Background: an optimization exercise with open tools, aiming at small area and a short achievable clock period. Do not read the settings as production practice. Function was checked by simulation only, so behaviour that the tests miss may differ from the original. Power is estimated from default activity; no workload was simulated.

==> flow/design.v (excerpt) <==
module singlecycle (
    input  logic        i_clk, i_reset,
    input  logic [31:0] i_io_sw,
    input  logic [31:0] i_instr,
    output logic [31:0] o_pc_debug,
    output logic [31:0] o_io_ledr,
    output logic [31:0] o_io_ledg,
    output logic [31:0] o_io_lcd,
    output logic [31:0] o_io_hex0, o_io_hex1, o_io_hex2, o_io_hex3,
    output logic [31:0] o_io_hex4, o_io_hex5, o_io_hex6, o_io_hex7
);
For scale: ~450 I/O pins, about 150000 sq um of cells after synthesis.
export LEC_CHECK = 0
export CAP_MARGIN = 35
export CORE_MARGIN = 2
export CORE_UTILIZATION = 30
export PLACE_DENSITY = 0.55
export SLEW_MARGIN = 35
export SYNTH_HIERARCHICAL = 1
create_clock -name core_clock -period 30.0 [get_ports {i_clk}]
standard.sh (not shown) runs the stock make flow with config.mk's settings and CLKGATE_MAP_FILE= SYNTH_SCRIPT=/design/flow/synth_recipe.tcl, a recipe that flattens the netlist after the stock synthesis.
==> flow/flow/run.sh <==
#!/bin/bash
# Layout flow: the standard ORFS flow (standard.sh) with these changes:
#  - repair_timing aims at 21 ns of setup slack, so the resizer sizes and buffers
#    the critical paths instead of stopping once the 30 ns clock is met;
#  - clock tree sinks are clustered 25 to a buffer and CTS adds no dummy loads;
#  - ports are buffered with buf_1 cells.
# The synthesis, floorplan, power grid, SDC and clock period are the standard ones.
set -euo pipefail
export SETUP_SLACK_MARGIN=21
export CTS_ARGS="-sink_clustering_enable -repair_clock_nets -sink_clustering_size 25 -sink_clustering_max_diameter 100 -dont_use_dummy_load"
export BUFFER_PORTS_ARGS="-buffer_cell sky130_fd_sc_hd__buf_1"
bash standard.sh > standard.log 2>&1
Change:
--- a/flow/flow/run.sh
+++ b/flow/flow/run.sh
@@ -3 +3 @@
-#  - repair_timing aims at 21 ns of setup slack, so the resizer sizes and buffers
+#  - repair_timing aims at 20.5 ns of setup slack, so the resizer sizes and buffers
@@ -9 +9 @@
-export SETUP_SLACK_MARGIN=21
+export SETUP_SLACK_MARGIN=20.5
After rerunning: Worst hold slack degrades by 0.0087 ns. First-iteration DRC count went down by 0.86%. Power is lower by 0.33%. Final cell count is lower by 0.52%.
Change:
--- a/flow/flow/run.sh
+++ b/flow/flow/run.sh
@@ -3 +3 @@
-#  - repair_timing aims at 20.5 ns of setup slack, so the resizer sizes and buffers
+#  - repair_timing aims at 21 ns of setup slack, so the resizer sizes and buffers
@@ -9 +9 @@
-export SETUP_SLACK_MARGIN=20.5
+export SETUP_SLACK_MARGIN=21
- PLACE_DENSITY: 0.55 -> 0.62
Result:
- The new run ran to the end with no violations
- count of clock-buffer cells in the layout is higher by 1
- cell count hardly moves
- non-clock buffer count grows by 65
- power hardly moves
- worst setup slack improves by 0.14 ns
- clock skew came out higher by 0.041 ns
- first-iteration DRC count grows by about 8%

---

Setup of the reference run:
singlecycle again, from the RTL that the note above started with.
// singlecycle
module singlecycle (
    input  logic        i_clk, i_reset,
    input  logic [31:0] i_io_sw,
    input  logic [31:0] i_instr,
    output logic [31:0] o_pc_debug,
    output logic [31:0] o_io_ledr,
    output logic [31:0] o_io_ledg,
    output logic [31:0] o_io_lcd,
    output logic [31:0] o_io_hex0, o_io_hex1, o_io_hex2, o_io_hex3,
    output logic [31:0] o_io_hex4, o_io_hex5, o_io_hex6, o_io_hex7
);
==> flow/config.mk <==
export PLATFORM = sky130hd
export DESIGN_NAME = singlecycle
export DESIGN_NICKNAME = singlecycle
export VERILOG_FILES = /design/flow/design.v
export SDC_FILE = /design/flow/constraint.sdc
export NUM_CORES = 8
export LEC_CHECK = 0
export CAP_MARGIN = 35
export CORE_MARGIN = 2
export CORE_UTILIZATION = 45
export PLACE_DENSITY = 0.6
export SLEW_MARGIN = 35
export SYNTH_HIERARCHICAL = 1
==> flow/constraint.sdc <==
create_clock -name core_clock -period 30.0 [get_ports {i_clk}]
set_input_delay 6.0000 -clock core_clock [delete_from_list [all_inputs] [get_ports {i_clk}]]
set_output_delay 6.0000 -clock core_clock [all_outputs]
set_load 0.01 [all_outputs]
==> flow/flow/run.sh <==
#!/bin/bash
# Layout flow: the standard ORFS flow (standard.sh) with these changes:
#  - repair_timing aims at 21 ns of setup slack, so the resizer sizes and buffers
#    the critical paths instead of stopping once the 30 ns clock is met;
#  - clock tree sinks are clustered 25 to a buffer and CTS adds no dummy loads;
#  - ports are buffered with buf_1 cells.
# The synthesis, floorplan, power grid, SDC and clock period are the standard ones.
set -euo pipefail
export SETUP_SLACK_MARGIN=21
export CTS_ARGS="-sink_clustering_enable -repair_clock_nets -sink_clustering_size 25 -sink_clustering_max_diameter 100 -dont_use_dummy_load"
export BUFFER_PORTS_ARGS="-buffer_cell sky130_fd_sc_hd__buf_1"
bash standard.sh > standard.log 2>&1
For the trial run, these inputs were changed with respect to the reference run:
Settings: a change of PLACE_DENSITY from 0.6 to 0.7; a change of CORE_UTILIZATION from 45 to 30.
[summary]
- Total wirelength of the detailed-routed design: higher on the reference run
- Taking the reference run as the reference point, the wire length of the first global-routing pass of the trial run falls by 4.2%.
- On total design power, the reference run tracks the trial run almost exactly.
- The hold slack of the trial run is lower than that of the reference run.
- The trial run ended up with io_q[3][21] as its timing endpoint of the critical path; the reference run ended up with io_q[0][21].
- Diff the trial run..the reference run | number of clock sinks seen by CTS | unchanged
- Utilization in the trial run vs the reference run: down 16 points
- Power of the combinational group of the reference run is on par with the trial run.
- [compare] base=the reference run new=the trial run: synthesized area comparable, global-route usage now smaller, share of layout cells above drive strength 1 comparable, area used by multi-input combinational logic comparable.

==> afterwards: timing with drivers on the ports <==
The results above use ideal ports. As a check the final layouts listed here were re-extracted and re-timed, cells and wires unchanged.
Step 1: set_driving_cell puts a clkbuf_16 on i_clk and a buf_2 on each other input, an assumption about the parent block.
Step 2 times the ports against the registers' clock, not the clock port: input delays grow and output delays shrink by t, the midpoint of the rising clock arrivals with the driver on.
Slacks: no drivers / after step 1 / after step 2; pairs: no drivers / after step 1.
run | t (ns) | setup slack, ns | slew at the worst register clock pin (ns)
the first run of note 1 | 1.050 | 20.415 / 20.403 / 19.352 | 0.11 / 0.11
the second run of note 1 | 1.048 | 20.313 / 20.364 / 19.316 | 0.11 / 0.11
the third run of note 1 | 1.022 | 20.448 / 20.509 / 19.487 | 0.11 / 0.11
the reference run | 1.018 | 20.325 / 20.394 / 19.377 | 0.11 / 0.11
the trial run | 0.986 | 20.303 / 20.349 / 19.363 | 0.12 / 0.12
After both steps every run listed still meets setup and hold. The setup slack of the first run of note 1, which loses most, moves by -0.012 ns with the drivers and by -1.063 ns with both steps.
